Background: an optimization exercise with open tools, aiming at small area, a short achievable clock period and few clock cycles. Do not read the settings as production practice.
In this exercise RTL edits were held to simulation tests only and were not proved equivalent to the original.

==> flow/design.v (outline; a module is shown in full before it is edited, if it fits) <==
// module Bicubic: 377 lines
// module cubic_kernel: 1200 lines
// module tmul: 445 lines
// module kfa: 4 lines
// module kha: 4 lines
module Bicubic #(parameter fraction_bits = 15)
(
input CLK,
input RST,
input enable,
input [7:0] input_data,
output logic [13:0] iaddr,
output logic ird,
output logic we,
output logic [13:0] waddr,
output logic [7:0] output_data,
input [6:0] V0,
input [6:0] H0,
input [4:0] SW,
input [4:0] SH,
input [5:0] TW,
input [5:0] TH,
output logic DONE
);
  // ...
==> flow/run.sh <==
#!/bin/bash
# synth_recipe.tcl (not shown) runs the flow's synth.tcl, then flattens the netlist and writes it again
# the make line also repeats each setting of config.mk as NAME=value (left out here)
make -C /OpenROAD-flow-scripts/flow DESIGN_CONFIG=/design/flow/config.mk WORK_HOME=/design/flow/orfs CLKGATE_MAP_FILE= SYNTH_SCRIPT=/design/flow/synth_recipe.tcl finish
==> flow/config.mk <==
export PLATFORM = sky130hd
export DESIGN_NAME = Bicubic
export DESIGN_NICKNAME = Bicubic
export VERILOG_FILES = /design/flow/design.v
export SDC_FILE = /design/flow/constraint.sdc
export NUM_CORES = 4
export LEC_CHECK = 0
export CAP_MARGIN = 20
export CORE_MARGIN = 2
export CORE_UTILIZATION = 40
export SLEW_MARGIN = 20
export SYNTH_HIERARCHICAL = 1
export SYNTH_MINIMUM_KEEP_SIZE = 0
==> flow/constraint.sdc <==
create_clock -name core_clock -period 55.0 [get_ports {CLK}]
set_input_delay 11.0000 -clock core_clock [delete_from_list [all_inputs] [get_ports {CLK}]]
set_output_delay 11.0000 -clock core_clock [all_outputs]
set_load 0.01 [all_outputs]
==> flow_metrics.env, run 1 <==
export IMPL_worst_setup_hold_path_clk_slew_ns=0.06
export IMPL_core_area_sq_um=140000
export IMPL_instances_no_fill=6824
export IMPL_detail_route_wirelength_um=143000
export IMPL_yosysWarningCount=9
export IMPL_slew_viols_final=0
export IMPL_wl_met1_um=65200
export IMPL_criticalPathCategory="reg2out"
export IMPL_reg2reg_depth=33
export IMPL_pin_count_of_the_biggest_net_entering_global_routing=74
export IMPL_layout_area_overhead_vs_synth_pct=10.5
export IMPL_grt_most_used_layer="met2"
export IMPL_routed_len_inst_um=21.0
export IMPL_cp_buffers_inverters=1
export IMPL_multi_input_area_share_pct=57.8
export IMPL_drt_vias_per_instance=5.29
export IMPL_drc=0
export IMPL_final_signal_buffer_count=185
export IMPL_start_util_pct=40.4
export IMPL_timing_critical_path_cells="clkdlybuf4s50_1"
export IMPL_floorplan_tapcells=1876
export IMPL_cts_buffers_inserted=73
export IMPL_layout_cells_most_common_list="sky130_fd_sc_hd__and2_1 (736), sky130_fd_sc_hd__fa_1 (722), sky130_fd_sc_hd__edfxtp_1 (550), sky130_fd_sc_hd__ha_1 (335), sky130_fd_sc_hd__nand2_1 (324)"
export IMPL_number_of_global_route_vias_before_repair=38200
export IMPL_critical_path_startpoint_type="flop"
export IMPL_placementRows=137
export IMPL_crit_path_start="waddr[12]"
export IMPL_reg_top3="W x64, nA x64, nH x64"
export IMPL_timing_hold_worst_class="reg2reg"
export IMPL_layout_cells_largest_class="multi-input gates"
export IMPL_run_status="finished clean"
export IMPL_die_height_um=379
export IMPL_die_boundary_width_um=379
Testbench counts, summed over its fixed seeds: cycles 89,565.
==> module Bicubic, before the edit <==
module Bicubic #(parameter fraction_bits = 15)
(
input CLK,
input RST,
input enable,
input [7:0] input_data,
output logic [13:0] iaddr,
output logic ird,
output logic we,
output logic [13:0] waddr,
output logic [7:0] output_data,
input [6:0] V0,
input [6:0] H0,
input [4:0] SW,
input [4:0] SH,
input [5:0] TW,
input [5:0] TH,
output logic DONE
);
localparam JS_IDLE = 2'd0, JS_DIV = 2'd1, JS_RUN = 2'd2;
reg [1:0] js;
reg [3:0] dcnt;
reg [5:0] rTW, rTW1, rTH1, rRows;    
reg [6:0] rH0, rV0m1;
reg [6:0] remx, remy;
reg [15:0] qx, qy;
wire eqS = qy[15];                   
wire [6:0] dvx = (dcnt == 0) ? remx : {remx[5:0], 1'b0};
wire [6:0] dvy = (dcnt == 0) ? remy : {remy[5:0], 1'b0};
wire [7:0] dsx = {1'b0, dvx} - {2'b0, rTW1};
wire [7:0] dsy = {1'b0, dvy} - {2'b0, rTH1};
wire start_run = (js == JS_DIV) && (dcnt == 4'd15);
always @(posedge CLK or posedge RST) begin
    if (RST) begin
        js <= JS_IDLE;
        dcnt <= 0;
    end else begin
        case (js)
            JS_IDLE: if (enable) begin js <= JS_DIV; dcnt <= 0; end
            JS_DIV: begin
                dcnt <= dcnt + 1'b1;
                if (dcnt == 4'd15) js <= JS_RUN;
            end
            default: ;
        endcase
    end
end
always @(posedge CLK) begin
    if (js == JS_IDLE) begin
        rTW <= TW;
        rTW1 <= TW - 1'b1;
        rTH1 <= TH - 1'b1;
        rRows <= {1'b0, SH} + 6'd2;
        rH0 <= H0;
        rV0m1 <= V0 - 1'b1;
        remx <= {2'b0, SW - 1'b1};
        remy <= {2'b0, SH - 1'b1};
    end else if (js == JS_DIV) begin
        if (!dsx[7]) begin remx <= dsx[6:0]; qx <= {qx[14:0], 1'b1}; end
        else begin remx <= dvx; qx <= {qx[14:0], 1'b0}; end
        if (!dsy[7]) begin remy <= dsy[6:0]; qy <= {qy[14:0], 1'b1}; end
        else begin remy <= dvy; qy <= {qy[14:0], 1'b0}; end
    end
end
reg [19:0] QX; reg [5:0] RX;
wire [6:0] rxs = {1'b0, RX} + {1'b0, remx[5:0]};
wire [7:0] rxd = {1'b0, rxs} - {2'b0, rTW1};
wire       rxc = !rxd[7];
wire [19:0] QXn = QX + {4'b0, qx} + rxc;
wire [5:0] RXn = rxc ? rxd[5:0] : rxs[5:0];
reg [19:0] QY; reg [5:0] RY;
reg [5:0] jp;
wire [6:0] rys = {1'b0, RY} + {1'b0, remy[5:0]};
wire [7:0] ryd = {1'b0, rys} - {2'b0, rTH1};
wire       ryc = !ryd[7];
wire [19:0] QYn = QY + {4'b0, qy} + ryc;
wire [5:0] RYn = ryc ? ryd[5:0] : rys[5:0];
reg tu_busy, tu_own;                 
reg [15:0] tu_tmp;
wire cs_req, pr_req, tu_rel;
wire tu_gcs = !tu_busy && cs_req;
wire tu_gpr = !tu_busy && !cs_req && pr_req;
wire [14:0] tu_fr = (tu_busy ? tu_own : tu_gcs) ? QX[14:0] : QY[14:0];
wire [15:0] tu_ma = tu_busy ? tu_tmp : {1'b0, tu_fr};
wire [30:0] tu_p;
tmul u_tmul(.a(tu_ma), .b(tu_fr), .p(tu_p));
wire [15:0] tu_t3 = tu_p[30:15];
always @(posedge CLK or posedge RST) begin
    if (RST) tu_busy <= 0;
    else if (tu_gcs || tu_gpr) tu_busy <= 1;
    else if (tu_busy && (tu_own || tu_rel)) tu_busy <= 0;
end
always @(posedge CLK) begin
    if (tu_gcs || tu_gpr) begin
        tu_tmp <= tu_p[29:14];
        tu_own <= tu_gcs;
    end
end
reg [14:0] bf  [0:1];                
reg [15:0] bt2 [0:1];
reg [15:0] bt3 [0:1];
reg [1:0]  cf;                       
reg [1:0]  bw;                       
reg        fe_lat;                   
localparam CS_OFF = 2'd0, CS_COL = 2'd1, CS_WT = 2'd2;
reg [1:0] cs_st;
reg cs_c;
reg [5:0] cs_i;
wire cs_valid = cs_i < rTW;
wire cs_xf = |QX[14:10];
wire [6:0] cs_X = rH0 + {2'b0, QX[19:15]};
wire [6:0] cs_Xn = rH0 + {2'b0, QXn[19:15]};
wire cs_ok = (cs_st == CS_COL) && fe_lat && cf[cs_c];
assign cs_req = cs_ok && cs_valid && cs_xf;
wire cs_colgo = cs_ok && (!(cs_valid && cs_xf) || tu_gcs);
wire cs_coldone = cs_colgo && !(cs_valid && cs_xf) || (cs_st == CS_WT);
wire fe_take;                        
wire col_free;                       
always @(posedge CLK or posedge RST) begin
    if (RST) begin
        cs_st <= CS_OFF;
        cf <= 2'b00;
        bw <= 2'b00;
        fe_lat <= 0;
    end else begin
        if (start_run) begin
            cs_st <= CS_COL;
            cf <= 2'b11;
            bw <= 2'b00;
            fe_lat <= 0;
        end else begin
            case (cs_st)
                CS_COL: if (cs_colgo && cs_valid && cs_xf) cs_st <= CS_WT;
                CS_WT:  cs_st <= CS_COL;
                default: ;
            endcase
            if (fe_take) begin
                fe_lat <= 1'b1;
                bw <= 2'b00;
            end else if (cs_coldone) begin
                bw[cs_c] <= 1'b1;
                if (cs_c) fe_lat <= 1'b0;
            end
            if (cs_coldone) cf[cs_c] <= 1'b0;
            if (col_free) cf[tg3_c] <= 1'b1;
        end
    end
end
always @(posedge CLK) begin
    if (start_run) begin
        cs_c <= 0; cs_i <= 0;
        QX <= 0; RX <= 0;
    end else begin
        if (cs_st == CS_COL && cs_colgo) begin
            bf[cs_c] <= cs_xf ? QX[14:0] : 15'd0;
            if (!(cs_valid && cs_xf)) begin
                bt2[cs_c] <= 0;
                bt3[cs_c] <= 0;
            end
        end
        if (cs_st == CS_WT) begin
            bt2[cs_c] <= tu_tmp;
            bt3[cs_c] <= tu_t3;
        end
        if (cs_coldone) begin
            QX <= QXn; RX <= RXn;
            cs_i <= cs_i + 1'b1;
            cs_c <= ~cs_c;
        end
    end
end
localparam FE_OFF = 2'd0, FE_GRP = 2'd1, FE_ROW = 2'd2;
reg [1:0] fe_st;
reg [2:0] slot;
reg [5:0] rr;
reg [13:0] rowaddr;
reg [2:0] pend;
reg col1v, samex;
wire oe_pop;
assign fe_take = (fe_st == FE_GRP) && (cs_st == CS_COL) && !cs_c && !fe_lat && cs_valid;
wire [13:0] grprow = ({7'b0, cs_X} * 14'd100) - 14'd100 + {7'b0, rV0m1};
wire row_start = (fe_st == FE_ROW) && (slot == 0) && (!pend[2] || oe_pop);
wire slot_act = (fe_st == FE_ROW) && ((slot != 0) || row_start) &&
                !(slot == 3'd3 && !bw[0]) && !(slot == 3'd4 && !bw[1]);
wire last_slot = slot_act && ((slot == 3'd4) || (slot == 3'd3 && !col1v));
wire s_read = slot_act && !(slot == 3'd4 && samex);
wire s_fire = slot_act && (slot == 3'd3 || slot == 3'd4);
wire lastrow = (rr == rRows);
reg tg1_sh, tg1_fire, tg1_c, tg1_alt, tg1_last, tg1_free;
reg tg2_sh, tg2_fire, tg2_c, tg2_alt, tg2_last, tg2_free;
reg tg3_fire, tg3_c, tg3_alt, tg3_last, tg3_free, tg3_xf;
always @(posedge CLK or posedge RST) begin
    if (RST) begin
        fe_st <= FE_OFF;
        pend <= 0;
        ird <= 0;
        tg1_sh <= 0; tg1_fire <= 0; tg2_sh <= 0; tg2_fire <= 0; tg3_fire <= 0;
    end else begin
        if (start_run) begin
            fe_st <= FE_GRP;
            pend <= 0;
        end else begin
            case (fe_st)
                FE_GRP: if (fe_take) fe_st <= FE_ROW;
                FE_ROW: if (last_slot && lastrow) fe_st <= FE_GRP;
                default: ;
            endcase
            pend <= pend + row_start - oe_pop;
        end
        ird <= s_read;
        tg1_sh <= s_read;
        tg1_fire <= s_fire;
        tg2_sh <= tg1_sh;
        tg2_fire <= tg1_fire;
        tg3_fire <= tg2_fire;
    end
end
always @(posedge CLK) begin
    if (fe_take) begin
        rowaddr <= grprow;
        samex <= cs_Xn == cs_X;
        col1v <= (cs_i + 1'b1) < rTW;
        rr <= 0;
        slot <= 0;
    end
    if (slot_act) begin
        if (s_read) iaddr <= ((slot == 0) ? rowaddr : iaddr + 14'd100);
        slot <= last_slot ? 3'd0 : slot + 1'b1;
        if (last_slot) begin
            rowaddr <= rowaddr + 1'b1;
            rr <= rr + 1'b1;
        end
    end
    tg1_c <= (slot == 3'd4);
    tg1_alt <= eqS && (rr == 6'd4);
    tg1_last <= last_slot;
    tg1_free <= lastrow;
    tg2_c <= tg1_c; tg2_alt <= tg1_alt; tg2_last <= tg1_last;
    tg2_free <= tg1_free;
    tg3_c <= tg2_c; tg3_alt <= tg2_alt; tg3_last <= tg2_last;
    tg3_free <= tg2_free;
    tg3_xf <= |bf[tg2_c][14:10];
end
reg [7:0] sr [0:3];
always @(posedge CLK) begin
    if (tg2_sh) begin
        sr[0] <= sr[1]; sr[1] <= sr[2]; sr[2] <= sr[3]; sr[3] <= input_data;
    end
end
wire fire = tg3_fire;
assign col_free = fire && tg3_free;
reg [7:0] nH [0:3][0:1];             
reg [7:0] nA [0:3][0:1];
reg       nX [0:3][0:1];
reg [3:0] nvalid;
reg [1:0] wptr, rptr;
reg [7:0] W [0:1][0:3];              
reg oe_on, pr_on, rv, need_pop, oc, gfirst;
reg [2:0] initcnt;
reg [5:0] oi0;
reg [14:0] rf; reg [15:0] rt2, rt3;
reg rstep, rlast, rj0;
reg d1;
wire g_yf = |QY[14:10];
wire g_last = (jp == rTH1);
wire g_step = !g_last && (QYn[19:15] != QY[19:15]);
wire g_tready = tu_busy && !tu_own;
assign pr_req = pr_on && g_yf && !tu_busy;
wire pvalid = pr_on && (!g_yf || g_tready);
wire olastc = ({1'b0, oi0} + 7'd1) < {1'b0, rTW};
reg ryf;                             
wire issue = oe_on && rv && !fire;
wire last_issue = issue && (oc == olastc);
wire grp_end = last_issue && rlast;
wire all_end = grp_end && (({1'b0, oi0} + 7'd2) >= {1'b0, rTW});
wire head_v = nvalid[rptr];
wire step_now = last_issue && rstep;
wire pop_step = head_v && (need_pop || step_now);
wire pop_init = oe_on && head_v && (initcnt != 0) && !rv;
assign oe_pop = pop_step || pop_init;
wire need_pop_after = (need_pop || step_now) && !pop_step;
wire [2:0] initcnt_after = grp_end ? (all_end ? 3'd0 : 3'd4) : (initcnt - pop_init);
wire oe_load = oe_on && pvalid && (!rv || last_issue) && !need_pop_after &&
               (initcnt_after == 0) && !grp_end;
assign tu_rel = oe_load || cs_req;
always @(posedge CLK or posedge RST) begin
    if (RST) begin
        oe_on <= 0; pr_on <= 0; rv <= 0; need_pop <= 0; initcnt <= 0;
        nvalid <= 0; wptr <= 0; rptr <= 0;
        d1 <= 0; DONE <= 0;
    end else begin
        if (start_run) begin
            oe_on <= 1; pr_on <= 1; rv <= 0; need_pop <= 0; initcnt <= 3'd4;
            nvalid <= 0; wptr <= 0; rptr <= 0;
        end else begin
            if (all_end) begin oe_on <= 0; pr_on <= 0; end
            initcnt <= initcnt_after;
            need_pop <= need_pop_after;
            if (oe_load) rv <= 1;
            else if (last_issue) rv <= 0;
            if (oe_pop) begin
                nvalid[rptr] <= 1'b0;
                rptr <= rptr + 1'b1;
            end
            if (fire && tg3_last) begin
                nvalid[wptr] <= 1'b1;
                wptr <= wptr + 1'b1;
            end
        end
        d1 <= all_end;
        if (d1) DONE <= 1'b1;
    end
end
integer c;
always @(posedge CLK) begin
    if (start_run) begin
        oi0 <= 0; oc <= 0; gfirst <= 1;
        QY <= 0; RY <= 0; jp <= 0;
    end
    if (issue) begin
        oc <= last_issue ? 1'b0 : ~oc;
        gfirst <= 0;
    end
    if (grp_end) begin
        oi0 <= oi0 + 6'd2;
        gfirst <= 1;
    end
    if (oe_load) begin
        rf <= g_yf ? QY[14:0] : 15'd0;
        ryf <= g_yf;
        rt2 <= g_yf ? tu_tmp : 16'd0;
        rt3 <= g_yf ? tu_t3 : 16'd0;
        rstep <= g_step; rlast <= g_last; rj0 <= (jp == 0);
        if (g_last) begin QY <= 0; RY <= 0; jp <= 0; end
        else begin QY <= QYn; RY <= RYn; jp <= jp + 1'b1; end
    end
    if (oe_pop) begin
        for (c = 0; c < 2; c = c + 1) begin
            W[c][0] <= W[c][1];
            W[c][1] <= W[c][2];
            W[c][2] <= W[c][3];
            if (pop_init)
                W[c][3] <= nH[rptr][c];
            else if (nX[rptr][c])
                W[c][3] <= ryf ? nH[rptr][c] : nA[rptr][c];
            else
                W[c][3] <= rj0 ? W[c][3] : nH[rptr][c];
        end
    end
end
wire [7:0] kp0 = fire ? sr[0] : W[oc][0];
wire [7:0] kp1 = fire ? sr[1] : W[oc][1];
wire [7:0] kp2 = fire ? sr[2] : W[oc][2];
wire [7:0] kp3 = fire ? sr[3] : W[oc][3];
wire [14:0] kf = fire ? bf[tg3_c] : rf;
wire [15:0] kt2 = fire ? bt2[tg3_c] : rt2;
wire [15:0] kt3 = fire ? bt3[tg3_c] : rt3;
wire [7:0] kres;
cubic_kernel u_kernel(.pm1(kp0), .p0(kp1), .p1(kp2), .p2(kp3), .f(kf), .t2(kt2), .t3(kt3), .q(kres));
always @(posedge CLK or posedge RST) begin
    if (RST) we <= 0;
    else we <= issue;
end
always @(posedge CLK) begin
    if (issue) begin
        output_data <= kres;
        waddr <= gfirst ? {8'b0, oi0} :
                 oc ? waddr + 1'b1 :
                 waddr + {8'b0, rTW} - {13'b0, olastc};
    end
    if (fire) begin
        nH[wptr][tg3_c] <= kres;
        nA[wptr][tg3_c] <= tg3_alt ? sr[2] : sr[0];
        nX[wptr][tg3_c] <= tg3_xf;
    end
end
endmodule
==> run 2: changes to the inputs <==
--- a/flow/design.v
+++ b/flow/design.v
@@ -255,17 +255,18 @@
 reg [3:0] nvalid;
 reg [1:0] wptr, rptr;
 reg [7:0] W [0:1][0:3];              
 reg oe_on, pr_on, rv, need_pop, oc, gfirst;
 reg [2:0] initcnt;
 reg [5:0] oi0;
 reg [14:0] rf; reg [15:0] rt2, rt3;
 reg rstep, rlast, rj0;
-reg d1;
+reg d1, d2;
+reg k_iss, k_fire;                   
 wire g_yf = |QY[14:10];
 wire g_last = (jp == rTH1);
 wire g_step = !g_last && (QYn[19:15] != QY[19:15]);
 wire g_tready = tu_busy && !tu_own;
 assign pr_req = pr_on && g_yf && !tu_busy;
 wire pvalid = pr_on && (!g_yf || g_tready);
 wire olastc = ({1'b0, oi0} + 7'd1) < {1'b0, rTW};
 reg ryf;                             
@@ -282,38 +283,39 @@
 wire [2:0] initcnt_after = grp_end ? (all_end ? 3'd0 : 3'd4) : (initcnt - pop_init);
 wire oe_load = oe_on && pvalid && (!rv || last_issue) && !need_pop_after &&
                (initcnt_after == 0) && !grp_end;
 assign tu_rel = oe_load || cs_req;
 always @(posedge CLK or posedge RST) begin
     if (RST) begin
         oe_on <= 0; pr_on <= 0; rv <= 0; need_pop <= 0; initcnt <= 0;
         nvalid <= 0; wptr <= 0; rptr <= 0;
-        d1 <= 0; DONE <= 0;
+        d1 <= 0; d2 <= 0; DONE <= 0;
     end else begin
         if (start_run) begin
             oe_on <= 1; pr_on <= 1; rv <= 0; need_pop <= 0; initcnt <= 3'd4;
             nvalid <= 0; wptr <= 0; rptr <= 0;
         end else begin
             if (all_end) begin oe_on <= 0; pr_on <= 0; end
             initcnt <= initcnt_after;
             need_pop <= need_pop_after;
             if (oe_load) rv <= 1;
             else if (last_issue) rv <= 0;
             if (oe_pop) begin
                 nvalid[rptr] <= 1'b0;
                 rptr <= rptr + 1'b1;
             end
-            if (fire && tg3_last) begin
+            if (k_fire && k_last) begin
                 nvalid[wptr] <= 1'b1;
                 wptr <= wptr + 1'b1;
             end
         end
         d1 <= all_end;
-        if (d1) DONE <= 1'b1;
+        d2 <= d1;
+        if (d2) DONE <= 1'b1;
     end
 end
 integer c;
 always @(posedge CLK) begin
     if (start_run) begin
         oi0 <= 0; oc <= 0; gfirst <= 1;
         QY <= 0; RY <= 0; jp <= 0;
     end
@@ -350,41 +352,59 @@
 end
 wire [7:0] kp0 = fire ? sr[0] : W[oc][0];
 wire [7:0] kp1 = fire ? sr[1] : W[oc][1];
 wire [7:0] kp2 = fire ? sr[2] : W[oc][2];
 wire [7:0] kp3 = fire ? sr[3] : W[oc][3];
 wire [14:0] kf = fire ? bf[tg3_c] : rf;
 wire [15:0] kt2 = fire ? bt2[tg3_c] : rt2;
 wire [15:0] kt3 = fire ? bt3[tg3_c] : rt3;
+wire [12:0] kha, khb;
+wire kc17;
+cubic_kernel u_kernel(.pm1(kp0), .p0(kp1), .p1(kp2), .p2(kp3), .f(kf), .t2(kt2), .t3(kt3),
+                      .ha(kha), .hb(khb), .c17(kc17));
+reg [12:0] kha_r, khb_r;
+reg kc17_r;
+reg k_c, k_last, k_xf, k_oc, k_gf, k_olc;
+reg [7:0] k_alt;
 wire [7:0] kres;
-cubic_kernel u_kernel(.pm1(kp0), .p0(kp1), .p1(kp2), .p2(kp3), .f(kf), .t2(kt2), .t3(kt3), .q(kres));
+kernel_round u_round(.ha(kha_r), .hb(khb_r), .c17(kc17_r), .q(kres));
 always @(posedge CLK or posedge RST) begin
-    if (RST) we <= 0;
-    else we <= issue;
+    if (RST) begin
+        k_iss <= 0; k_fire <= 0; we <= 0;
+    end else begin
+        k_iss <= issue;
+        k_fire <= fire;
+        we <= k_iss;
+    end
 end
 always @(posedge CLK) begin
-    if (issue) begin
+    kha_r <= kha; khb_r <= khb; kc17_r <= kc17;
+    k_c <= tg3_c; k_last <= tg3_last; k_xf <= tg3_xf;
+    k_alt <= tg3_alt ? sr[2] : sr[0];
+    k_oc <= oc; k_gf <= gfirst; k_olc <= olastc;
+    if (k_iss) begin
         output_data <= kres;
-        waddr <= gfirst ? {8'b0, oi0} :
-                 oc ? waddr + 1'b1 :
-                 waddr + {8'b0, rTW} - {13'b0, olastc};
+        waddr <= k_gf ? {8'b0, oi0} :
+                 k_oc ? waddr + 1'b1 :
+                 waddr + {8'b0, rTW} - {13'b0, k_olc};
     end
-    if (fire) begin
-        nH[wptr][tg3_c] <= kres;
-        nA[wptr][tg3_c] <= tg3_alt ? sr[2] : sr[0];
-        nX[wptr][tg3_c] <= tg3_xf;
+    if (k_fire) begin
+        nH[wptr][k_c] <= kres;
+        nA[wptr][k_c] <= k_alt;
+        nX[wptr][k_c] <= k_xf;
     end
 end
 endmodule
 module cubic_kernel (
 input [7:0] pm1, p0, p1, p2,
 input [14:0] f,
 input [15:0] t2, t3,
-output [7:0] q
+output [12:0] ha, hb,
+output c17
 );
 wire [8:0] c = {1'b0, p1} - {1'b0, pm1};
 wire kbw_pp0 = pm1[0];
 wire kbw_pp1 = pm1[1];
 wire kbw_pp2 = pm1[2];
 wire kbw_pp3 = pm1[3];
 wire kbw_pp4 = pm1[4];
 wire kbw_pp5 = pm1[5];
@@ -1567,18 +1587,28 @@
 kfa us963(.a(k908), .b(s909), .c(s849), .s(s963), .co(k964));
 kfa us965(.a(k910), .b(s911), .c(s853), .s(s965), .co(k966));
 kfa us967(.a(k912), .b(s913), .c(s857), .s(s967), .co(k968));
 kfa us969(.a(k914), .b(s915), .c(s861), .s(s969), .co(k970));
 kfa us971(.a(k916), .b(s917), .c(s865), .s(s971), .co(k972));
 kfa us973(.a(k918), .b(s919), .c(1'b1), .s(s973), .co(k974));
 wire [29:0] ra = {1'b1, 1'b1, k974, k972, k970, k968, k966, k964, k962, k960, k958, k956, k954, k952, k950, k948, k946, k944, k942, k940, k938, k936, k934, k932, k930, k928, k926, k924, k922, s921};
 wire [29:0] rb = {1'b0, 1'b0, k920, s973, s971, s969, s967, s965, s963, s961, s959, s957, s955, s953, s951, s949, s947, s945, s943, s941, s939, s937, s935, s933, s931, s929, s927, s925, s923, pp514};
-wire [29:0] S2 = ra + rb;
-assign q = S2[29] ? 8'd0 : (|S2[28:25]) ? 8'd255 : S2[24:17];
+wire [17:0] lo = {1'b0, ra[16:0]} + {1'b0, rb[16:0]};
+assign c17 = lo[17];
+assign ha = ra[29:17];
+assign hb = rb[29:17];
+endmodule
+module kernel_round (
+input [12:0] ha, hb,
+input c17,
+output [7:0] q
+);
+wire [12:0] S = ha + hb + {12'b0, c17};
+assign q = S[12] ? 8'd0 : (|S[11:8]) ? 8'd255 : S[7:0];
 endmodule
 module tmul (
 input [15:0] a,
 input [14:0] b,
 output [30:0] p
 );
 wire pp0 = a[0] & b[0];
 wire pp1 = a[0] & b[1];
==> flow/flow/run.sh (new file) <==
#!/bin/bash
# The standard layout (standard.sh), except that the ports are buffered with a
# plain buffer cell instead of the default delay cell.  The make output goes
# to standard.log; each ORFS step also keeps its own log under orfs/logs/.
set -euo pipefail
export BUFFER_PORTS_ARGS="-buffer_cell sky130_fd_sc_hd__buf_2"
bash standard.sh > standard.log 2>&1
==> flow/standard.sh (new file) <==
#!/bin/bash
# synth_recipe.tcl (not shown) runs the flow's synth.tcl, then flattens the netlist and writes it again
# the make line also repeats each setting of config.mk as NAME=value (left out here)
make -C /OpenROAD-flow-scripts/flow DESIGN_CONFIG=/design/flow/config.mk WORK_HOME=/design/flow/orfs CLKGATE_MAP_FILE= SYNTH_SCRIPT=/design/flow/synth_recipe.tcl "${@:-finish}"
==> flow/config.mk (replaced) <==
export PLATFORM = sky130hd
export DESIGN_NAME = Bicubic
export DESIGN_NICKNAME = Bicubic
export VERILOG_FILES = /design/flow/design.v
export SDC_FILE = /design/flow/constraint.sdc
export NUM_CORES = 4
export LEC_CHECK = 0
export CAP_MARGIN = 20
export CORE_MARGIN = 2
export CORE_UTILIZATION = 40
export CTS_CLUSTER_DIAMETER = 80
export CTS_CLUSTER_SIZE = 30
export SLEW_MARGIN = 20
export SYNTH_HIERARCHICAL = 1
export SYNTH_MINIMUM_KEEP_SIZE = 0
removed: flow/run.sh
==> flow_metrics.env, run 2 <==
export IMPL_run_status="finished clean"
export IMPL_layout_commonest_cell="sky130_fd_sc_hd__fa_1"
export IMPL_worstMarginPinSlew_ns=1.14
export IMPL_drt_vias_per_instance=5.32
export IMPL_placementRows=139
export IMPL_path_delay_family="flip-flops"
export IMPL_dp_final_hpwl_um=107000
export IMPL_grt_first_pass_wirelength_um=228000
export IMPL_clkLatencyLatePin_ns=0.65
export IMPL_io_pins=86
export IMPL_avgSynthCellArea_sq_um=11.7
export IMPL_fp_dieArea_sq_um=148000
export IMPL_drt_first_iter_violations=2491
export IMPL_number_of_global_route_vias_before_repair=39200
export IMPL_setup_violations=0
export IMPL_initial_antenna_violation_count=4
export IMPL_reg_top3="W x64, nA x64, nH x64"
export IMPL_gr_total_overflow=0
export IMPL_clkSinkCount=706
export IMPL_cts_hold_repair_buffers=0
export IMPL_ff2ff_setup_slack_ns=44.88
export IMPL_placement_io_buffers=85
export IMPL_netlist_area_sq_um=57900
export IMPL_routed_len_inst_um=20.9
export IMPL_sum_neg_setup_slack_ns=0
export IMPL_layout_area_overhead_vs_synth_pct=7.34
export IMPL_peak_per_stage_delay_on_the_critical_path_ns=0.52
export IMPL_met2_usage_pct=32.2
export IMPL_slew_viols_final=0
export IMPL_worst_hold_slack_ns=0.338
export IMPL_max_cap_violations=0
export IMPL_yosysWarningCount=9
export IMPL_timing_hold_worst_class="reg2reg"
export IMPL_cts_repair_resized=0
export IMPL_criticalPathCategory="reg2out"
export IMPL_die_boundary_width_um=385
export IMPL_grt_most_used_layer="met2"
export IMPL_relSlewSlack_pct=24.1
export IMPL_fillerInstances=13500
export IMPL_min_period_over_period_pct=22.5
export IMPL_layout_area_seq_sq_um=19900
export IMPL_drc=0
export IMPL_finalCoreUtilization_pct=43.3
export IMPL_detail_route_wirelength_um=144000
export IMPL_cts_root_buf="sky130_fd_sc_hd__clkbuf_16"
export IMPL_start_util_pct=40.3
export IMPL_layout_cells_most_common_list="sky130_fd_sc_hd__fa_1 (724), sky130_fd_sc_hd__and2_1 (585), sky130_fd_sc_hd__edfxtp_1 (550), sky130_fd_sc_hd__nand2_1 (339), sky130_fd_sc_hd__ha_1 (335)"
export IMPL_timing_critical_path_cells="buf_2"
export IMPL_arrival_ns=1.35
export IMPL_critical_path_startpoint_type="flop"
export IMPL_hold_viol=0
export IMPL_die_height_um=385
export IMPL_cts_repair_timing_setup_buffer_count=0
export IMPL_cp_end_kind="output port"
export IMPL_grtUsageTotal_pct=19.8
export IMPL_final_antenna_net_count=0
export IMPL_met1_routing_resource_usage_after_global_routing_pct=27.7
export IMPL_fmax_ghz=0.0810
export IMPL_clock_tree_htree_level_count=2
export IMPL_route_vias_total=36700
export IMPL_groute_layer_met3_usage_pct=3.12
export IMPL_place_gp_congestion=0.871
export IMPL_rsz0062_at_grt="no"
export IMPL_tritoncts="built"
export IMPL_area_of_the_multi_input_gates_sq_um=36400
export IMPL_cp_buffers_inverters=1
export IMPL_syn_inst=4946
export IMPL_required_ns=44.00
export IMPL_timing_critical_path_slowest_stage_cell="sky130_fd_sc_hd__edfxtp_1"
export IMPL_ctsLongestPathBuffers=3
export IMPL_worst_clock_skew_ns=0.0654
export IMPL_core_area_sq_um=144000
export IMPL_period_needed_ns=12.35
export IMPL_worstPathMaxFanout=7
export IMPL_final_nets=6070
export IMPL_drt_first_pass_iters=18
export IMPL_pin_count_of_the_biggest_net_entering_global_routing=89
export IMPL_worst_setup_hold_path_clk_slew_ns=0.12
export IMPL_drive_above_1_share_pct=8.53
export IMPL_cts_buffers_inserted=38
[run 2: cell types whose count changed in the layout (fill, tap and decap cells not counted), moves of 35 or more]
cell and change:
sky130_fd_sc_hd__dfxtp_1 +41, sky130_fd_sc_hd__buf_2 +85, sky130_fd_sc_hd__nor2b_1 +71, sky130_fd_sc_hd__clkdlybuf4s50_1 -85
sky130_fd_sc_hd__and2_1 -151, sky130_fd_sc_hd__and3_1 +35
[run 2: path summary, 6_finish.rpt]
path	to	depth (start not counted)	startpoint
setup / recovery	waddr[0]	1	waddr[0]
hold / removal	k_xf	0	tg3_xf
setup reg to reg	kc17_r	28	oc
hold reg to reg	k_xf	0	tg3_xf
max in group asynchronous	tg3_fire	3	RST
min in group asynchronous	DONE	3	RST
[run 2: routing by layer]
metal	vias up	wire [um]
met5	-	0
met4	0	3500
met3	171	7820
met2	864	67200
met1	18900	65800
li1	16800	-
[run 2: final cells by class]
cell class                      instances  area share (%)
Antenna cell                            3          0.0121
Clock buffer                           50            1.69
Clock inverter                         20           0.585
Inverter                              232            1.40
Multi-Input combinational cell       3785            58.5
Sequential cell                       706            31.9
Tap cell                             1903            3.83
Timing Repair Buffer                  201            2.08
[run 2: metrics by stage]
step / cells / cell area, sq um / setup slack [ns]
floorplan: 4964 / 58000 / 42.97
detailed placement: 6827 / 60800 / 42.90
global placement: 6827 / 60800 / 42.94
CTS: 6897 / 62200 / 42.60
finish: 6900 / 62200 / 42.65
global route: 6898 / 62200 / 42.59
Testbench counts of run 2, summed over its fixed seeds: cycles 90,277.
==> run 3: changes to the inputs <==
--- a/flow/config.mk
+++ b/flow/config.mk
@@ -8,8 +8,6 @@
 export CAP_MARGIN = 20
 export CORE_MARGIN = 2
 export CORE_UTILIZATION = 40
-export CTS_CLUSTER_DIAMETER = 80
-export CTS_CLUSTER_SIZE = 30
 export SLEW_MARGIN = 20
 export SYNTH_HIERARCHICAL = 1
 export SYNTH_MINIMUM_KEEP_SIZE = 0
==> flow_metrics.env, run 3 <==
export IMPL_run_status="finished clean"
export IMPL_yosysWarningCount=9
export IMPL_final_nets=6109
export IMPL_routed_len_inst_um=20.9
export IMPL_timing_critical_path_cells="buf_2"
export IMPL_setup_violations=0
export IMPL_avgSynthCellArea_sq_um=11.7
export IMPL_sum_neg_setup_slack_ns=0
export IMPL_initial_antenna_violation_count=5
export IMPL_detailedPlace_worstSlack_ns=42.90
export IMPL_cts_root_buf="sky130_fd_sc_hd__clkbuf_16"
export IMPL_peak_per_stage_delay_on_the_critical_path_ns=0.50
export IMPL_start_util_pct=40.3
export IMPL_syn_inst=4946
export IMPL_timing_hold_worst_class="reg2reg"
export IMPL_max_cap_violations=0
export IMPL_ctsLongestPathBuffers=3
export IMPL_clkLatencyLatePin_ns=0.67
export IMPL_critical_path_startpoint_type="flop"
export IMPL_path_delay_family="flip-flops"
export IMPL_clock_tree_htree_level_count=3
export IMPL_cp_buffers_inverters=1
export IMPL_final_antenna_net_count=0
export IMPL_route_vias_total=37100
export IMPL_required_ns=44.00
export IMPL_final_setup_worst_slack_ns=42.66
export IMPL_placement_io_buffers=85
export IMPL_reg_top3="W x64, nA x64, nH x64"
export IMPL_cts_buffers_inserted=77
export IMPL_drive_above_1_share_pct=9.38
export IMPL_die_boundary_width_um=385
export IMPL_die_height_um=385
export IMPL_cts_hold_repair_buffers=0
export IMPL_min_period_over_period_pct=22.4
export IMPL_hold_viol=0
export IMPL_drc=0
export IMPL_drt_vias_per_instance=5.32
export IMPL_criticalPathCategory="reg2out"
export IMPL_worstMarginPinSlew_ns=1.16
export IMPL_arrival_ns=1.34
export IMPL_worst_setup_hold_path_clk_slew_ns=0.06
export IMPL_relSlewSlack_pct=22.8
export IMPL_clkSinkCount=706
export IMPL_worst_hold_slack_ns=0.327
export IMPL_layout_cells_most_common_list="sky130_fd_sc_hd__fa_1 (724), sky130_fd_sc_hd__and2_1 (585), sky130_fd_sc_hd__edfxtp_1 (550), sky130_fd_sc_hd__nand2_1 (339), sky130_fd_sc_hd__ha_1 (335)"
export IMPL_tritoncts="built"
export IMPL_worst_clock_skew_ns=0.0327
export IMPL_drt_first_pass_iters=16
export IMPL_place_gp_congestion=0.871
export IMPL_io_pins=86
export IMPL_cp_end_kind="output port"
export IMPL_netlist_area_sq_um=57900
export IMPL_core_area_sq_um=144000
export IMPL_layout_commonest_cell="sky130_fd_sc_hd__fa_1"
export IMPL_fp_dieArea_sq_um=148000
export IMPL_dp_final_hpwl_um=107000
export IMPL_number_of_global_route_vias_before_repair=39700
export IMPL_timing_critical_path_slowest_stage_cell="sky130_fd_sc_hd__edfxtp_1"
export IMPL_grt_first_pass_wirelength_um=229000
export IMPL_pin_count_of_the_biggest_net_entering_global_routing=89
export IMPL_layout_area_overhead_vs_synth_pct=9.13
export IMPL_rsz0062_at_grt="no"
export IMPL_drt_first_iter_violations=2437
export IMPL_gr_total_overflow=0
export IMPL_cts_repair_resized=0
export IMPL_fmax_ghz=0.0810
export IMPL_placementRows=139
export IMPL_ff2ff_setup_slack_ns=44.97
export IMPL_cts_repair_timing_setup_buffer_count=0
export IMPL_grtUsageTotal_pct=20.0
export IMPL_worstPathMaxFanout=7
export IMPL_slew_viols_final=0
export IMPL_detail_route_wirelength_um=146000
export IMPL_period_needed_ns=12.34
==> run 3: routing by layer <==
layer,share of wire [%],track usage [%],up-vias
li1,-,-,16900
met1,46,27.8,19100
met4,2.6,5.72,0
met2,47,32.3,875
met5,0,0,-
met3,5.1,3.42,202
==> run 3: cell type report <==
cell class	instances	area (sq um)
diodes	4	10.0
clock buffers	105	2140
clock inverters	35	314
fillers	13400	80400
inverters	232	871
multi-input cells	3785	36400
flip-flops and latches	706	19900
well taps	1903	2380
repair buffers	201	1300
==> run 3: final timing paths <==
check	start	end	cells past startpoint
min in group asynchronous	RST	DONE	3
setup / recovery	waddr[0]	waddr[0]	1
hold / removal	tg1_c	tg2_c	0
setup reg to reg	oc	kc17_r	28
max in group asynchronous	RST	tg3_fire	3
hold reg to reg	tg1_c	tg2_c	0
==> run 3: through the flow <==
step           util, %  cells  instance area [sq um]
5_1_grt           44.0   6968                  63200
3_5_place_dp      42.3   6827                  60800
2_1_floorplan        -   4964                  58000
3_3_place_gp      42.3   6827                  60800
6_report          44.0   6971                  63200
4_1_cts           44.0   6967                  63200
==> run 4: changes to the inputs <==
--- a/flow/config.mk
+++ b/flow/config.mk
@@ -8,6 +8,7 @@
 export CAP_MARGIN = 20
 export CORE_MARGIN = 2
 export CORE_UTILIZATION = 40
+export CTS_BUF_LIST = sky130_fd_sc_hd__clkbuf_8
 export SLEW_MARGIN = 20
 export SYNTH_HIERARCHICAL = 1
 export SYNTH_MINIMUM_KEEP_SIZE = 0
==> flow_metrics.env, run 4 <==
export IMPL_critical_path_startpoint_type="flop"
export IMPL_drc=0
export IMPL_final_nets=6148
export IMPL_drive_above_1_share_pct=10.2
export IMPL_rsz0062_at_grt="no"
export IMPL_cp_buffers_inverters=1
export IMPL_syn_inst=4946
export IMPL_pin_count_of_the_biggest_net_entering_global_routing=89
export IMPL_dp_final_hpwl_um=107000
export IMPL_slew_viols_final=0
export IMPL_initial_antenna_violation_count=5
export IMPL_layout_cells_most_common_list="sky130_fd_sc_hd__fa_1 (724), sky130_fd_sc_hd__and2_1 (585), sky130_fd_sc_hd__edfxtp_1 (550), sky130_fd_sc_hd__nand2_1 (339), sky130_fd_sc_hd__ha_1 (335)"
export IMPL_fp_dieArea_sq_um=148000
export IMPL_fmax_ghz=0.0801
export IMPL_routed_len_inst_um=20.7
export IMPL_grtUsageTotal_pct=20.1
export IMPL_cts_repair_resized=0
export IMPL_core_area_sq_um=144000
export IMPL_dpl_instance_area_sq_um=60800
export IMPL_worst_setup_hold_path_clk_slew_ns=0.07
export IMPL_cp_end_kind="output port"
export IMPL_final_antenna_net_count=0
export IMPL_placementRows=139
export IMPL_drt_first_iter_violations=2465
export IMPL_yosysWarningCount=9
export IMPL_criticalPathCategory="reg2out"
export IMPL_netlist_area_sq_um=57900
export IMPL_number_of_global_route_vias_before_repair=40000
export IMPL_reg_top3="W x64, nA x64, nH x64"
export IMPL_launch_point_of_the_worst_hold_path="tg1_c"
export IMPL_start_util_pct=40.3
export IMPL_timing_rr_start="oc"
export IMPL_die_boundary_width_um=385
export IMPL_gr_total_overflow=0
export IMPL_route_vias_total=37400
export IMPL_path_delay_family="flip-flops"
export IMPL_worst_clock_skew_ns=0.0380
export IMPL_setup_violations=0
export IMPL_timing_hold_worst_class="reg2reg"
export IMPL_max_cap_violations=0
export IMPL_cts_repair_timing_setup_buffer_count=0
export IMPL_layout_area_overhead_vs_synth_pct=8.89
export IMPL_postLayoutCellArea_sq_um=63100
export IMPL_clock_tree_htree_level_count=3
export IMPL_drt_first_pass_iters=18
export IMPL_cts_hold_repair_buffers=0
export IMPL_avgSynthCellArea_sq_um=11.7
export IMPL_tritoncts="built"
export IMPL_cts_root_buf="sky130_fd_sc_hd__clkbuf_8"
export IMPL_drt_vias_per_instance=5.30
export IMPL_clkLatencyLatePin_ns=0.82
export IMPL_required_ns=44.00
export IMPL_period_needed_ns=12.48
export IMPL_layout_commonest_cell="sky130_fd_sc_hd__fa_1"
export IMPL_detail_route_wirelength_um=146000
export IMPL_peak_per_stage_delay_on_the_critical_path_ns=0.50
export IMPL_hold_viol=0
export IMPL_io_pins=86
export IMPL_crit_path_start="waddr[0]"
export IMPL_worstPathMaxFanout=7
export IMPL_place_gp_congestion=0.871
export IMPL_arrival_ns=1.48
export IMPL_die_height_um=385
export IMPL_min_period_over_period_pct=22.7
export IMPL_sum_neg_setup_slack_ns=0
export IMPL_run_status="finished clean"
export IMPL_relSlewSlack_pct=24.1
export IMPL_timing_critical_path_slowest_stage_cell="sky130_fd_sc_hd__edfxtp_1"
export IMPL_worstMarginPinSlew_ns=1.14
export IMPL_timing_critical_path_cells="buf_2"
export IMPL_ctsLongestPathBuffers=3
export IMPL_placement_io_buffers=85
export IMPL_clkSinkCount=706
export IMPL_cts_buffers_inserted=116
export IMPL_grt_first_pass_wirelength_um=230000
## run 4: per-stage QoR
stage | hold WS [ns] | worst slack, ns | utilization, % | std cells
finish | 0.331 | 42.52 | 43.9 | 7053
global route | 0.336 | 42.43 | 43.9 | 7050
CTS | 0.329 | 42.43 | 43.9 | 7048
detailed placement | 0.312 | 42.90 | 42.3 | 6827
global placement | 0.312 | 42.94 | 42.3 | 6827
floorplan | 0.310 | 42.97 | - | 4964
## run 4: final cells by class
type                    count  area, sq um
clock inverters            91          519
diodes                      5         12.5
fillers                 13500        80600
well taps                1903         2380
repair buffers            201         1300
flip-flops and latches    706        19900
clock buffers             130         1790
multi-input cells        3785        36400
inverters                 232          871
## run 4: worst paths after layout
check,end,slack (ns),cells past startpoint
min in group asynchronous,DONE,10.34,3
min reg2reg,tg2_c,0.33,0
min,tg2_c,0.33,0
max,waddr[0],42.52,1
max reg2reg,kc17_r,44.94,28
max in group asynchronous,tg3_fire,44.06,3
## run 4: layer usage
| metal | track usage, % | vias to the layer above | wire (um) |
|---|---|---|---|
| met4 | 6.19 | 0 | 4020 |
| met2 | 32.1 | 978 | 67400 |
| met3 | 3.67 | 226 | 8510 |
| met5 | 0 | - | 0 |
| met1 | 27.8 | 19200 | 66200 |
| li1 | - | 17000 | - |
==> run 5: changes to the inputs <==
--- a/flow/design.v
+++ b/flow/design.v
@@ -109,7 +109,6 @@
 wire cs_valid = cs_i < rTW;
 wire cs_xf = |QX[14:10];
 wire [6:0] cs_X = rH0 + {2'b0, QX[19:15]};
-wire [6:0] cs_Xn = rH0 + {2'b0, QXn[19:15]};
 wire cs_ok = (cs_st == CS_COL) && fe_lat && cf[cs_c];
 assign cs_req = cs_ok && cs_valid && cs_xf;
 wire cs_colgo = cs_ok && (!(cs_valid && cs_xf) || tu_gcs);
@@ -218,7 +217,7 @@
 always @(posedge CLK) begin
     if (fe_take) begin
         rowaddr <= grprow;
-        samex <= cs_Xn == cs_X;
+        samex <= QXn[19:15] == QX[19:15];
         col1v <= (cs_i + 1'b1) < rTW;
         rr <= 0;
         slot <= 0;
@@ -363,8 +362,7 @@
                       .ha(kha), .hb(khb), .c17(kc17));
 reg [12:0] kha_r, khb_r;
 reg kc17_r;
-reg k_c, k_last, k_xf, k_oc, k_gf, k_olc;
-reg [7:0] k_alt;
+reg k_c, k_last, k_oc, k_gf, k_olc;
 wire [7:0] kres;
 kernel_round u_round(.ha(kha_r), .hb(khb_r), .c17(kc17_r), .q(kres));
 always @(posedge CLK or posedge RST) begin
@@ -378,20 +376,18 @@
 end
 always @(posedge CLK) begin
     kha_r <= kha; khb_r <= khb; kc17_r <= kc17;
-    k_c <= tg3_c; k_last <= tg3_last; k_xf <= tg3_xf;
-    k_alt <= tg3_alt ? sr[2] : sr[0];
+    k_c <= tg3_c; k_last <= tg3_last;
     k_oc <= oc; k_gf <= gfirst; k_olc <= olastc;
     if (k_iss) begin
         output_data <= kres;
         waddr <= k_gf ? {8'b0, oi0} :
-                 k_oc ? waddr + 1'b1 :
-                 waddr + {8'b0, rTW} - {13'b0, k_olc};
+                 waddr + (k_oc ? 14'd1 : {8'b0, rTW} - {13'b0, k_olc});
     end
-    if (k_fire) begin
-        nH[wptr][k_c] <= kres;
-        nA[wptr][k_c] <= k_alt;
-        nX[wptr][k_c] <= k_xf;
+    if (fire) begin
+        nA[wptr][tg3_c] <= tg3_alt ? sr[2] : sr[0];
+        nX[wptr][tg3_c] <= tg3_xf;
     end
+    if (k_fire) nH[wptr][k_c] <= kres;
 end
 endmodule
 module cubic_kernel (
--- a/flow/config.mk
+++ b/flow/config.mk
@@ -8,7 +8,8 @@
 export CAP_MARGIN = 20
 export CORE_MARGIN = 2
 export CORE_UTILIZATION = 40
-export CTS_BUF_LIST = sky130_fd_sc_hd__clkbuf_8
+export CTS_CLUSTER_DIAMETER = 70
+export CTS_CLUSTER_SIZE = 25
 export SLEW_MARGIN = 20
 export SYNTH_HIERARCHICAL = 1
 export SYNTH_MINIMUM_KEEP_SIZE = 0
==> flow_metrics.env, run 5 <==
export IMPL_run_status="finished clean"
export IMPL_setup_violations=0
export IMPL_period_needed_ns=12.32
export IMPL_grtUsageTotal_pct=19.5
export IMPL_cp_buffers_inverters=1
export IMPL_cts_repair_timing_setup_buffer_count=0
export IMPL_layout_cells_most_common_list="sky130_fd_sc_hd__fa_1 (723), sky130_fd_sc_hd__and2_1 (665), sky130_fd_sc_hd__edfxtp_1 (550), sky130_fd_sc_hd__nand2_1 (342), sky130_fd_sc_hd__ha_1 (319)"
export IMPL_yosysWarningCount=9
export IMPL_max_cap_violations=0
export IMPL_launch_point_of_the_worst_hold_path="tg2_last"
export IMPL_slew_viols_final=0
export IMPL_worstPathMaxFanout=4
export IMPL_initial_antenna_violation_count=6
export IMPL_tritoncts="built"
export IMPL_peak_per_stage_delay_on_the_critical_path_ns=0.48
export IMPL_core_area_sq_um=142000
export IMPL_arrival_ns=1.32
export IMPL_ctsLongestPathBuffers=3
export IMPL_layout_commonest_cell="sky130_fd_sc_hd__fa_1"
export IMPL_pin_count_of_the_biggest_net_entering_global_routing=69
export IMPL_die_boundary_width_um=383
export IMPL_worst_clock_skew_ns=0.0553
export IMPL_layout_area_overhead_vs_synth_pct=7.89
export IMPL_cts_buffers_inserted=47
export IMPL_timing_rr_start="oc"
export IMPL_netlist_area_sq_um=57400
export IMPL_cts_root_buf="sky130_fd_sc_hd__clkbuf_16"
export IMPL_detail_route_wirelength_um=142000
export IMPL_cp_end_kind="output port"
export IMPL_wl_met1_um=65500
export IMPL_final_antenna_net_count=0
export IMPL_clkLatencyLatePin_ns=0.68
export IMPL_dp_final_hpwl_um=106000
export IMPL_reg_top3="W x64, nA x64, nH x64"
export IMPL_path_delay_family="flip-flops"
export IMPL_die_height_um=383
export IMPL_drc=0
export IMPL_syn_inst=4869
export IMPL_reg2reg_depth=27
export IMPL_timing_hold_worst_class="reg2reg"
export IMPL_critical_path_startpoint_type="flop"
export IMPL_ff2ff_setup_slack_ns=44.80
export IMPL_sum_neg_setup_slack_ns=0
export IMPL_fmax_ghz=0.0812
export IMPL_number_of_global_route_vias_before_repair=38400
export IMPL_fp_dieArea_sq_um=146000
export IMPL_gr_total_overflow=0
export IMPL_required_ns=44.00
export IMPL_rsz0062_at_grt="no"
export IMPL_hold_viol=0
export IMPL_drt_first_iter_violations=2592
export IMPL_timing_critical_path_slowest_stage_cell="sky130_fd_sc_hd__edfxtp_1"
export IMPL_drt_first_pass_iters=5
export IMPL_route_met2_wl_um=66500
export IMPL_crit_reg2reg_capture="kc17_r"
export IMPL_layout_area_seq_sq_um=19700
export IMPL_clkSinkCount=697
export IMPL_hold_end="tg3_last"
export IMPL_fillerInstances=13300
export IMPL_worstMarginPinSlew_ns=1.21
export IMPL_grt_first_pass_wirelength_um=223000
export IMPL_min_period_over_period_pct=22.4
export IMPL_io_pins=86
export IMPL_drive_above_1_share_pct=9.01
export IMPL_final_nets=5978
export IMPL_placement_io_buffers=85
export IMPL_worst_hold_slack_ns=0.334
export IMPL_criticalPathCategory="reg2out"
export IMPL_relSlewSlack_pct=19.2
export IMPL_drt_vias_per_instance=5.30
export IMPL_cts_hold_repair_buffers=0
export IMPL_start_util_pct=40.4
export IMPL_place_gp_congestion=0.877
export IMPL_highest_metal_layer_with_signal_wires="met5"
export IMPL_cts_repair_resized=0
export IMPL_route_vias_total=36100
export IMPL_placementRows=138
export IMPL_area_of_the_multi_input_gates_sq_um=36100
export IMPL_routed_len_inst_um=20.9
export IMPL_worstHoldPathCells=0
export IMPL_timing_critical_path_cells="buf_2"
export IMPL_avgSynthCellArea_sq_um=11.8
export IMPL_detailroute_wirelength_met3_um=7670
export IMPL_worst_setup_hold_path_clk_slew_ns=0.10
export IMPL_clock_tree_htree_level_count=2
## run 5: cell count changes in the layout (fill, tap and decap cells not counted), moves of 30 or more
cell and change:
sky130_fd_sc_hd__clkbuf_16 +49, sky130_fd_sc_hd__clkbuf_8 -130, sky130_fd_sc_hd__inv_1 -83, sky130_fd_sc_hd__and2_1 +80, sky130_fd_sc_hd__nor2b_1 -43, sky130_fd_sc_hd__and3_1 -30
## run 5: layer usage
layer  up-vias  global-route usage (%)
met5         -                       0
met4         2                    3.79
met3       138                    2.88
met2       834                    31.9
met1     18600                    27.8
li1      16600                       -
## run 5: area by class of cell
cell class | count | area share (%)
repair buffers | 195 | 2.08
well taps | 1890 | 3.82
flip-flops and latches | 697 | 31.8
inverters | 202 | 1.23
diodes | 3 | 0.0121
clock inverters | 29 | 0.792
clock buffers | 50 | 1.99
multi-input cells | 3746 | 58.3
## run 5: how the worst max path moves through the flow
| stage | start | to | slack [ns] | depth (start not counted) |
|---|---|---|---|---|
| after floorplan | RST | DONE | 42.97 | 1 |
| final | iaddr[5] | iaddr[5] | 42.68 | 1 |
| after global routing | iaddr[5] | iaddr[5] | 42.61 | 1 |
| after global placement | RST | tg3_fire | 42.77 | 2 |
| after detailed placement | RST | tg3_fire | 42.76 | 2 |
| after CTS | iaddr[5] | iaddr[5] | 42.63 | 1 |
## run 5: per-stage QoR
step	cell area (sq um)	setup slack (ns)	cells	util, %
final	61900	42.68	6812	43.6
after global placement	60100	42.77	6725	42.3
after detailed placement	60100	42.76	6725	42.3
after floorplan	57400	42.97	4887	-
after global routing	61900	42.61	6809	43.6
after CTS	61800	42.63	6804	43.6
Testbench counts of run 5, summed over its fixed seeds: cycles 90,277.
==> run 6: changes to the inputs <==
--- a/flow/config.mk
+++ b/flow/config.mk
@@ -5,11 +5,11 @@
 export SDC_FILE = /design/flow/constraint.sdc
 export NUM_CORES = 4
 export LEC_CHECK = 0
-export CAP_MARGIN = 20
+export CAP_MARGIN = 5
 export CORE_MARGIN = 2
 export CORE_UTILIZATION = 40
 export CTS_CLUSTER_DIAMETER = 70
 export CTS_CLUSTER_SIZE = 25
-export SLEW_MARGIN = 20
+export SLEW_MARGIN = 5
 export SYNTH_HIERARCHICAL = 1
 export SYNTH_MINIMUM_KEEP_SIZE = 0
==> flow_metrics.env, run 6 <==
export IMPL_core_area_sq_um=142000
export IMPL_drt_first_pass_iters=5
export IMPL_detailedPlace_worstSlack_ns=42.76
export IMPL_criticalPathCategory="reg2out"
export IMPL_drc=0
export IMPL_drt_first_iter_violations=2574
export IMPL_hold_viol=0
export IMPL_netlist_area_sq_um=57400
export IMPL_number_of_global_route_vias_before_repair=38400
export IMPL_syn_inst=4869
export IMPL_relSlewSlack_pct=17.2
export IMPL_dpl_instance_area_sq_um=60100
export IMPL_timing_critical_path_cells="buf_2"
export IMPL_layout_cells_most_common_list="sky130_fd_sc_hd__fa_1 (723), sky130_fd_sc_hd__and2_1 (665), sky130_fd_sc_hd__edfxtp_1 (550), sky130_fd_sc_hd__nand2_1 (342), sky130_fd_sc_hd__ha_1 (319)"
export IMPL_hold_end="tg3_free"
export IMPL_max_cap_violations=0
export IMPL_instances_no_fill=6806
export IMPL_clock_tree_htree_level_count=2
export IMPL_layout_commonest_cell="sky130_fd_sc_hd__fa_1"
export IMPL_critical_path_startpoint_type="flop"
export IMPL_fillerInstances=13300
export IMPL_cts_hold_repair_buffers=0
export IMPL_worstPathMaxFanout=4
export IMPL_worst_hold_slack_ns=0.333
export IMPL_crit_reg2reg_capture="kc17_r"
export IMPL_ff2ff_setup_slack_ns=44.79
export IMPL_postLayoutCellArea_sq_um=61800
export IMPL_gr_total_overflow=0
export IMPL_io_pins=86
export IMPL_timing_hold_worst_class="reg2reg"
export IMPL_layout_area_seq_sq_um=19700
export IMPL_arrival_ns=1.32
export IMPL_period_needed_ns=12.32
export IMPL_die_boundary_width_um=383
export IMPL_cts_repair_timing_setup_buffer_count=0
export IMPL_dp_cells=6725
export IMPL_reg_top3="W x64, nA x64, nH x64"
export IMPL_rsz0062_at_grt="no"
export IMPL_cts_repair_resized=0
export IMPL_tritoncts="built"
export IMPL_required_ns=44.00
export IMPL_grt_first_pass_wirelength_um=223000
export IMPL_die_height_um=383
export IMPL_clkSinkCount=697
export IMPL_reg2reg_depth=27
export IMPL_sum_neg_setup_slack_ns=0
export IMPL_routed_len_inst_um=20.9
export IMPL_min_period_over_period_pct=22.4
export IMPL_ctsLongestPathBuffers=3
export IMPL_clkLatencyLatePin_ns=0.68
export IMPL_start_util_pct=40.4
export IMPL_initial_antenna_violation_count=6
export IMPL_timing_rr_start="oc"
export IMPL_place_gp_congestion=0.877
export IMPL_cp_buffers_inverters=1
export IMPL_cts_buffers_inserted=47
export IMPL_avgSynthCellArea_sq_um=11.8
export IMPL_worstMarginPinSlew_ns=1.24
export IMPL_timing_critical_path_slowest_stage_cell="sky130_fd_sc_hd__edfxtp_1"
export IMPL_fmax_ghz=0.0812
export IMPL_drive_above_1_share_pct=8.89
export IMPL_path_delay_family="flip-flops"
export IMPL_setup_violations=0
export IMPL_grtUsageTotal_pct=19.5
export IMPL_dp_final_hpwl_um=106000
export IMPL_final_setup_worst_slack_ns=42.68
export IMPL_placement_io_buffers=85
export IMPL_worst_clock_skew_ns=0.0549
export IMPL_cts_root_buf="sky130_fd_sc_hd__clkbuf_16"
export IMPL_drt_vias_per_instance=5.30
export IMPL_timing_critical_path_depth=1
export IMPL_fp_dieArea_sq_um=146000
export IMPL_cp_end_kind="output port"
export IMPL_pin_count_of_the_biggest_net_entering_global_routing=69
export IMPL_detail_route_wirelength_um=142000
export IMPL_yosysWarningCount=9
export IMPL_run_status="finished clean"
export IMPL_launch_point_of_the_worst_hold_path="tg2_free"
export IMPL_slew_viols_final=0
export IMPL_peak_per_stage_delay_on_the_critical_path_ns=0.48
export IMPL_area_of_the_multi_input_gates_sq_um=36100
export IMPL_worstHoldPathCells=0
export IMPL_layout_area_overhead_vs_synth_pct=7.74
export IMPL_final_nets=5973
export IMPL_worst_setup_hold_path_clk_slew_ns=0.10
export IMPL_final_antenna_net_count=0
export IMPL_placementRows=138
export IMPL_route_vias_total=36000
[run 6: changes by cell type in the layout (fill, tap and decap cells not counted), sizes merged]
cell    change
inv         +1
diode       -1
clkinv      -1
clkbuf      -1
buf         -4
[run 6: worst max-delay path by stage]
stage | start | end | slack (ns)
global placement | RST | tg3_fire | 42.77
floorplan | RST | DONE | 42.97
detailed placement | RST | tg3_fire | 42.76
finish | iaddr[5] | iaddr[5] | 42.68
CTS | iaddr[5] | iaddr[5] | 42.63
global route | iaddr[5] | iaddr[5] | 42.61
[run 6: layout make-up]
type | count | share of cell area, %
timing repair buffer | 190 | 1.96
antenna | 2 | 0.00810
inverter | 202 | 1.23
clock buffer | 50 | 1.99
clock inverter | 29 | 0.793
multi-input combinational | 3746 | 58.4
sequential | 697 | 31.8
tap | 1890 | 3.83
[run 6: routing by layer]
layer  vias up  part of all wire (%)  global-route usage [%]
met4         2                   1.7                    3.79
met3       148                   5.4                    2.88
met2       803                    47                    31.9
met5         -                0.0049                       0
li1      16600                     -                       -
met1     18500                    46                    27.8
[run 6: stage by stage]
| stage | utilization (%) |
|---|---|
| final | 43.6 |
| after global routing | 43.6 |
| after floorplan | - |
| after global placement | 42.3 |
| after detailed placement | 42.3 |
| after CTS | 43.6 |
==> run 7: changes to the inputs <==
==> flow/config.mk (replaced) <==
export PLATFORM = sky130hd
export DESIGN_NAME = Bicubic
export DESIGN_NICKNAME = Bicubic
export VERILOG_FILES = /design/flow/design.v
export SDC_FILE = /design/flow/constraint.sdc
export NUM_CORES = 4
export LEC_CHECK = 0
export CAP_MARGIN = 20
export CORE_MARGIN = 2
export CORE_UTILIZATION = 55
export CTS_CLUSTER_DIAMETER = 80
export CTS_CLUSTER_SIZE = 30
export SLEW_MARGIN = 20
export SYNTH_HIERARCHICAL = 1
export SYNTH_MINIMUM_KEEP_SIZE = 0
==> flow_metrics.env, run 7 <==
export IMPL_timing_critical_path_slowest_stage_cell="sky130_fd_sc_hd__edfxtp_1"
export IMPL_io_pins=86
export IMPL_clkLatencyLatePin_ns=0.63
export IMPL_avgSynthCellArea_sq_um=11.8
export IMPL_worst_setup_hold_path_clk_slew_ns=0.10
export IMPL_hold_end="k_last"
export IMPL_ff2ff_setup_slack_ns=44.72
export IMPL_number_of_global_route_vias_before_repair=38200
export IMPL_clkSinkCount=697
export IMPL_period_needed_ns=12.32
export IMPL_die_boundary_width_um=327
export IMPL_timing_critical_path_cells="buf_2"
export IMPL_placementRows=118
export IMPL_run_status="finished clean"
export IMPL_reg_top3="W x64, nA x64, nH x64"
export IMPL_final_setup_worst_slack_ns=42.68
export IMPL_detailroute_wirelength_met3_um=6930
export IMPL_detail_route_wirelength_um=143000
export IMPL_cts_root_buf="sky130_fd_sc_hd__clkbuf_16"
export IMPL_place_gp_congestion=0.865
export IMPL_dp_final_hpwl_um=106000
export IMPL_launch_point_of_the_worst_hold_path="tg3_last"
export IMPL_yosysWarningCount=9
export IMPL_final_antenna_net_count=0
export IMPL_sum_neg_setup_slack_ns=0
export IMPL_peak_per_stage_delay_on_the_critical_path_ns=0.49
export IMPL_cp_buffers_inverters=1
export IMPL_min_period_over_period_pct=22.4
export IMPL_initial_antenna_violation_count=6
export IMPL_drive_above_1_share_pct=8.73
export IMPL_start_util_pct=55.4
export IMPL_layout_commonest_cell="sky130_fd_sc_hd__fa_1"
export IMPL_relSlewSlack_pct=20.1
export IMPL_hold_viol=0
export IMPL_drt_first_pass_iters=5
export IMPL_max_cap_violations=0
export IMPL_wl_met1_um=66600
export IMPL_grtUsageTotal_pct=27.3
export IMPL_cts_hold_repair_buffers=0
export IMPL_reg2reg_depth=26
export IMPL_highest_metal_layer_with_signal_wires="met5"
export IMPL_tritoncts="built"
export IMPL_ctsLongestPathBuffers=3
export IMPL_clock_tree_htree_level_count=2
export IMPL_cts_repair_timing_setup_buffer_count=0
export IMPL_worst_clock_skew_ns=0.0391
export IMPL_grt_first_pass_wirelength_um=225000
export IMPL_core_area_sq_um=103000
export IMPL_slew_viols_final=0
export IMPL_criticalPathCategory="reg2out"
export IMPL_cts_buffers_inserted=38
export IMPL_worstMarginPinSlew_ns=1.19
export IMPL_timing_hold_worst_class="reg2reg"
export IMPL_netlist_area_sq_um=57400
export IMPL_fmax_ghz=0.0812
export IMPL_syn_inst=4869
export IMPL_cts_repair_resized=0
export IMPL_setup_violations=0
export IMPL_drt_vias_per_instance=5.75
export IMPL_die_height_um=327
export IMPL_route_met2_wl_um=66400
-- run 7: cell type report --
| type | instances | area, sq um |
|---|---|---|
| antenna | 3 | 7.51 |
| clock buffer | 46 | 991 |
| clock inverter | 23 | 312 |
| fill | 8714 | 42700 |
| inverter | 202 | 761 |
| multi-input combinational | 3746 | 36100 |
| sequential | 697 | 19700 |
| tap | 1380 | 1730 |
| timing repair buffer | 190 | 1250 |
-- run 7: worst max-delay path by stage --
stage	startpoint	endpoint	slack (ns)	cells after the start
6_report	iaddr[9]	iaddr[9]	42.68	1
2_1_floorplan	RST	DONE	42.97	1
3_3_place_gp	SH[1]	remy[3]	42.92	8
3_5_place_dp	SH[1]	remy[3]	42.89	8
5_1_grt	iaddr[9]	iaddr[9]	42.63	1
4_1_cts	iaddr[9]	iaddr[9]	42.64	1
-- run 7: metal layers --
| layer | vias to the layer above | GRT usage [%] |
|---|---|---|
| met5 | - | 0 |
| met4 | 2 | 5.48 |
| met3 | 147 | 3.29 |
| met2 | 817 | 43.9 |
| met1 | 18600 | 40.2 |
| li1 | 16600 | - |
-- run 7: per-stage QoR --
step                cell area, sq um  hold WS, ns  instances
floorplan                      57400        0.310       4887
global placement               59400        0.310       6211
detailed placement             59400        0.314       6211
CTS                            60700        0.336       6280
global route                   60800        0.339       6284
finish                         60800        0.334       6287

[afterwards: timing with drivers on the ports]
The flow's constraints put no driver on any port. The routed layouts listed below were extracted and timed again, unchanged, in two steps.
Step 1 (the two cells are an assumption about what drives the block):
set clk [get_ports {CLK}]
set_driving_cell -lib_cell sky130_fd_sc_hd__clkbuf_16 $clk
set_driving_cell -lib_cell sky130_fd_sc_hd__buf_2 [delete_from_list [all_inputs] $clk]
Step 2 adds t to the input delays and takes it off the output delays; t is the mean of the earliest and latest rising clock arrival at the registers after step 1. Input paths then give back, and output paths get back, about the clock's delay inside the block.
Slacks: ideal ports / drivers / drivers and shift; pairs: ideal ports / drivers.
| run | t (ns) | slack for setup (ns) | worst setup path at the end | clock arrival spread, ns |
|---|---|---|---|---|
| run 1 | 0.708 | 42.264 / 42.192 / 42.495 | input to register | 0.041 / 0.041 |
| run 2 | 0.689 | 42.651 / 42.575 / 42.945 | input to register | 0.066 / 0.066 |
| run 3 | 0.727 | 42.660 / 42.588 / 42.902 | input to register | 0.033 / 0.032 |
| run 4 | 0.867 | 42.520 / 42.449 / 42.906 | input to register | 0.039 / 0.039 |
| run 5 | 0.719 | 42.679 / 42.611 / 42.917 | input to register | 0.056 / 0.056 |
| run 6 | 0.720 | 42.679 / 42.612 / 42.874 | input, reset recovery | 0.055 / 0.055 |
| run 7 | 0.685 | 42.683 / 42.614 / 42.902 | input to register | 0.043 / 0.043 |
After both steps setup and hold are still met in every run listed. The worst setup slack also covers recovery checks on asynchronous resets.
